Context: an optimization exercise on an open-source flow, tuned for small area. The choices shown serve that exercise and are no tape-out recipe.
Where RTL was checked, it was by simulation tests only, not by an equivalence proof against the original.
Power and IR drop assume default switching activity.

## lane 1
==> module top_motor, before the edit <==
module top_motor(
    input i_clk, i_reset,
    input [2:0] i_button,
    output o_pwm,
    output [3:0] o_Led,
    output [7:0] o_font,
    output o_position
    );
    reg [6:0] r_div;
    wire w_tick = (r_div == 7'd99);    
    wire w_c13  = (r_div == 7'd62);    
    wire w_c26  = (r_div == 7'd102);   
    wire w_c39  = (r_div == 7'd60);    
    wire w_c49  = (r_div == 7'd67);    
    wire w_c89  = (r_div == 7'd93);    
    always @(posedge i_clk or posedge i_reset) begin
        if (i_reset) r_div <= 7'd12;
        else r_div <= {r_div[5:0], r_div[6] ^ r_div[0] ^ w_tick};
    end
    reg [49:1] r_ring_hi;
    reg r_ring_lo;
    wire [49:0] r_ring = {r_ring_hi, r_ring_lo};
    reg r_init;           
    reg [2:1] r_state;    
    wire [2:0] w_state = {r_state, r_ring[0]};
    reg [2:1] r_diff;     
    reg r_carry;          
    reg r_clear;          
    reg [1:0] r_act;      
    reg [3:0] r_level;    
    reg r_pwm;
    wire w_full = r_ring[46] & r_ring[42] & r_ring[41] & r_ring[40] & r_ring[37];           
    wire w_wrap = &{r_ring[49:47], r_ring[44:40]};                                          
    wire w_step = w_tick ? (i_button[0] ^ w_state[0]) :
                  w_c13  ? r_diff[1] :
                  r_diff[2];
    wire w_start_n = w_tick | w_c13 | w_c26;
    wire w_clear = w_start_n ? (w_step & w_full) :
                   w_c39 ? w_wrap :
                   w_c49 ? 1'b0 : r_clear;
    wire w_carry = w_start_n ? (w_step & ~w_full) :
                   w_c39 ? ~w_wrap :
                   w_c49 ? 1'b0 : r_carry;
    wire w_head_run = ~w_clear & (r_ring[49] ^ w_carry);
    wire w_head = (r_init & ~w_tick) ? w_c89 : w_head_run;
    wire [2:0] w_flip = {w_c26, w_c13, w_tick} & {3{w_start_n & w_step & w_full}};
    wire [2:0] w_release = w_flip & w_state;
    reg [3:0] w_next_level;
    always @(*) begin
        case (r_act)
            2'd1: w_next_level = {1'b1, r_level[3:1]};
            2'd2: w_next_level = {r_level[2:0], 1'b0};
            2'd3: w_next_level = 4'b0000;
            default: w_next_level = r_level;
        endcase
    end
    wire [9:0] w_q = {r_ring[1], r_ring[2], r_ring[3], r_ring[4], r_ring[5],
                      r_ring[6], r_ring[7], r_ring[8], r_ring[9], r_ring[10]};
    wire w_pwm_next = (w_next_level[3] & (w_q < 10'd300)) | (w_next_level[2] & (w_q < 10'd600)) |
                      (w_next_level[1] & (w_q < 10'd800)) | (w_next_level[0] & (w_q != 10'd999));
    always @(posedge i_clk or posedge i_reset) begin
        if (i_reset) begin
            r_ring_lo <= 1'b0;
            r_init <= 1'b1;
            r_state <= 2'b00;
            r_act <= 2'd0;
            r_level <= 4'b0000;
            r_pwm <= 1'b0;
        end
        else begin
            r_ring_lo <= w_head;
            r_state <= r_state ^ w_flip[2:1];
            if (w_tick) begin
                r_init <= 1'b0;
                r_act <= w_release[0] ? 2'd1 : 2'd0;
                r_level <= w_next_level;
                r_pwm <= w_pwm_next;
            end
            else if (r_act == 2'd0) begin
                if (w_release[1]) r_act <= 2'd2;
                else if (w_release[2]) r_act <= 2'd3;
            end
        end
    end
    always @(posedge i_clk) begin
        r_ring_hi <= {r_ring[48:1], r_ring[0] ^ w_flip[0]};
        r_carry <= w_carry & r_ring[49];
        r_clear <= w_clear;
        if (w_tick) r_diff <= i_button[2:1] ^ r_state;
    end
    wire t1 = r_level[3], t2 = r_level[2], t3 = r_level[1], t4 = r_level[0];
    wire l1 = t1 & ~t2;
    assign o_pwm = r_pwm;
    assign o_Led = r_level;
    assign o_font = {1'b1, ~t2, t1 & ~t4, l1 | t3, l1 | t4, t2 & ~t3, 1'b0, l1 | t4} | {8{i_reset}};
    assign o_position = 1'b0;
endmodule
clock: 10.0 ns
lec_check: 0
cap_margin: 20
core_margin: 2
core_utilization: 70
place_density: 0.8
slew_margin: 20
standard.sh (not shown) runs the stock make flow with config.mk's settings and CLKGATE_MAP_FILE= SYNTH_SCRIPT=/design/flow/synth_recipe.tcl, a recipe that flattens the netlist after the stock synthesis.
==> flow/flow/run.sh <==
#!/bin/bash
# Own layout flow: the standard ORFS flow with three changes:
#  - synthesis maps the logic with an area-oriented ABC script (flow/abc.script)
#    instead of ORFS's speed script; the rest of the synthesis is unchanged;
#  - port buffers are the smallest buffer cell;
#  - clock tree synthesis uses small clock buffers and no dummy loads.
# Every make run writes its full output to a log file in the work folder.
set -euo pipefail
W=$PWD
rm -rf "$W/scripts_area"
cp -r "$FLOW_HOME/scripts" "$W/scripts_area"
cp "$W/flow/abc.script" "$W/scripts_area/abc_speed.script"

bash standard.sh synth SCRIPTS_DIR="$W/scripts_area" > "$W/log_1_synth.txt" 2>&1
bash standard.sh floorplan place \
  BUFFER_PORTS_ARGS="-buffer_cell sky130_fd_sc_hd__buf_1" > "$W/log_2_place.txt" 2>&1
bash standard.sh cts \
  CTS_ARGS="-sink_clustering_enable -repair_clock_nets -buf_list sky130_fd_sc_hd__clkbuf_4 -dont_use_dummy_load" \
  > "$W/log_3_cts.txt" 2>&1
bash standard.sh finish > "$W/log_4_finish.txt" 2>&1
==> flow/flow/abc.script <==
strash
&get -n
&deepsyn -T 20
&put
dch -f
amap
topo
The following lists how lane 2 was set up differently from lane 1:
==> flow/design.v <==
module top_motor(
    input i_clk, i_reset,
    input [2:0] i_button,
    output o_pwm,
    output [3:0] o_Led,
    output [7:0] o_font,
    output o_position
    );
    reg [6:0] r_div;
    wire w_tick = (r_div == 7'd99);    
    wire w_c13  = (r_div == 7'd62);    
    wire w_c26  = (r_div == 7'd102);   
    wire w_c39  = (r_div == 7'd60);    
    wire w_c46  = (r_div == 7'd40);    
    wire w_c50  = (r_div == 7'd6);     
    wire w_c89  = (r_div == 7'd93);    
    always @(posedge i_clk or posedge i_reset) begin
        if (i_reset) r_div <= 7'd12;
        else r_div <= {r_div[5:0], r_div[6] ^ r_div[0] ^ w_tick};
    end
    reg [49:1] r_ring_hi;
    reg r_ring_lo;
    wire [49:0] r_ring = {r_ring_hi, r_ring_lo};
    reg r_init;           
    reg [2:0] r_state;    
    reg [2:1] r_diff;     
    reg r_carry;          
    reg r_clear;          
    reg [1:0] r_act;      
    reg [3:0] r_level;    
    reg r_pwm;
    wire w_full = r_ring[46] & r_ring[42] & r_ring[41] & r_ring[40] & r_ring[37];           
    wire w_wrap_l = r_ring[49] & r_ring[48] & r_ring[44] & r_ring[43];                      
    wire w_wrap_h = r_ring[49] & r_ring[46];                                                
    wire w_step = w_tick ? (i_button[0] ^ r_state[0]) :
                  w_c13  ? r_diff[1] :
                  r_diff[2];
    wire w_start_n = w_tick | w_c13 | w_c26;
    wire w_clear = w_start_n ? (w_step & w_full) :
                   w_c39 ? w_wrap_l :
                   w_c46 ? (r_clear & w_wrap_h) :
                   w_c50 ? 1'b0 : r_clear;
    wire w_carry = w_start_n ? (w_step & ~w_full) :
                   w_c39 ? ~w_wrap_l :
                   w_c46 ? (r_clear & ~w_wrap_h) :
                   w_c50 ? 1'b0 : r_carry;
    wire w_head_run = ~w_clear & (r_ring[49] ^ w_carry);
    wire w_head = (r_init & ~w_tick) ? w_c89 : w_head_run;
    wire [2:0] w_flip = {w_c26, w_c13, w_tick} & {3{w_start_n & w_step & w_full}};
    wire [2:0] w_release = w_flip & r_state;
    reg [3:0] w_next_level;
    always @(*) begin
        case (r_act)
            2'd1: w_next_level = {1'b1, r_level[3:1]};
            2'd2: w_next_level = {r_level[2:0], 1'b0};
            2'd3: w_next_level = 4'b0000;
            default: w_next_level = r_level;
        endcase
    end
    wire [6:0] w_ql = {r_ring[4], r_ring[5], r_ring[6], r_ring[7], r_ring[8], r_ring[9], r_ring[10]};
    wire [3:0] w_qh = {r_ring[0], r_ring[1], r_ring[2], r_ring[3]};
    wire w_pwm_next = (w_next_level[3] & (w_qh < 4'd3)) | (w_next_level[2] & (w_qh < 4'd6)) |
                      (w_next_level[1] & ~w_qh[3]) | (w_next_level[0] & ~(w_qh == 4'd9 && w_ql == 7'd99));
    always @(posedge i_clk or posedge i_reset) begin
        if (i_reset) begin
            r_ring_lo <= 1'b0;
            r_init <= 1'b1;
            r_state <= 3'b000;
            r_act <= 2'd0;
            r_level <= 4'b0000;
            r_pwm <= 1'b0;
        end
        else begin
            r_ring_lo <= w_head;
            r_state <= r_state ^ w_flip;
            if (w_tick) begin
                r_init <= 1'b0;
                r_act <= w_release[0] ? 2'd1 : 2'd0;
                r_level <= w_next_level;
                r_pwm <= w_pwm_next;
            end
            else if (r_act == 2'd0) begin
                if (w_release[1]) r_act <= 2'd2;
                else if (w_release[2]) r_act <= 2'd3;
            end
        end
    end
    always @(posedge i_clk) begin
        r_ring_hi <= r_ring[48:0];
        r_carry <= w_carry & r_ring[49];
        r_clear <= w_clear;
        if (w_tick) r_diff <= i_button[2:1] ^ r_state[2:1];
    end
    wire t1 = r_level[3], t2 = r_level[2], t3 = r_level[1], t4 = r_level[0];
    wire l1 = t1 & ~t2;
    assign o_pwm = r_pwm;
    assign o_Led = r_level;
    assign o_font = {1'b1, ~t2, t1 & ~t4, l1 | t3, l1 | t4, t2 & ~t3, 1'b0, l1 | t4} | {8{i_reset}};
    assign o_position = 1'b0;
endmodule
Findings:
Compared with lane 1, lane 2 shows a maximum frequency that is about 1.7% lower.
~same mean cell area of the mapped netlist in lane 2 and lane 1
Comparing lane 2 against lane 1, there is no change at all in number of design rule violations left after detail routing.
Fraction of area in non-clock buffers in lane 2 vs lane 1: up 0.27 points
In lane 2, multi-input gate share of the layout cell area is higher than in lane 1.
What lane 2 reported for detailed-route wire length has to be multiplied by 0.944 to get the figure for lane 1.
Looking at flip-flop and latch count after synthesis, lane 2 sits 1 higher than lane 1 does.
Vias: lane 2 more than lane 1
Between lane 2 and lane 1, it is lane 2 whose overall track demand over capacity in global routing is higher, by 1.6 points.
On sequential share of layout area, the lower figure sits with lane 2, not lane 1.
The net load switching power of lane 2 was inferior to that of lane 1.
Per the final summary, lane 2 finished and its layout is clean on timing, DRC and antenna.
On sequential power, the higher figure sits with lane 2, not lane 1.
The RTL of lane 2 was laid out without a check of its function.

## re-timing with driven ports
The results above use ideal ports. As a check the final layouts listed here were re-extracted and re-timed, cells and wires unchanged.
Step 1 (the two cells are an assumption about what drives the block):
set clk [get_ports {i_clk}]
set_driving_cell -lib_cell sky130_fd_sc_hd__clkbuf_16 $clk
set_driving_cell -lib_cell sky130_fd_sc_hd__buf_2 [delete_from_list [all_inputs] $clk]
Step 2, shift: input delay + t, output delay - t, t = (earliest + latest rising clock arrival at the registers) / 2. This alone moves slack from input paths to output paths.
Slacks: no drivers / after step 1 / after step 2; pairs: no drivers / after step 1.
run	t, ns	setup slack, ns	latest minus earliest clock arrival (ns)	worst data-port slew with drivers (ns)
lane 1	0.399	4.756 / 4.732 / 4.732	0.024 / 0.025	0.03
lane 2	0.407	4.667 / 4.642 / 4.642	0.039 / 0.040	0.04
After both steps every run listed still meets setup and hold. The setup slack of lane 2, which loses most, moves by -0.025 ns with the drivers and by -0.025 ns with both steps.
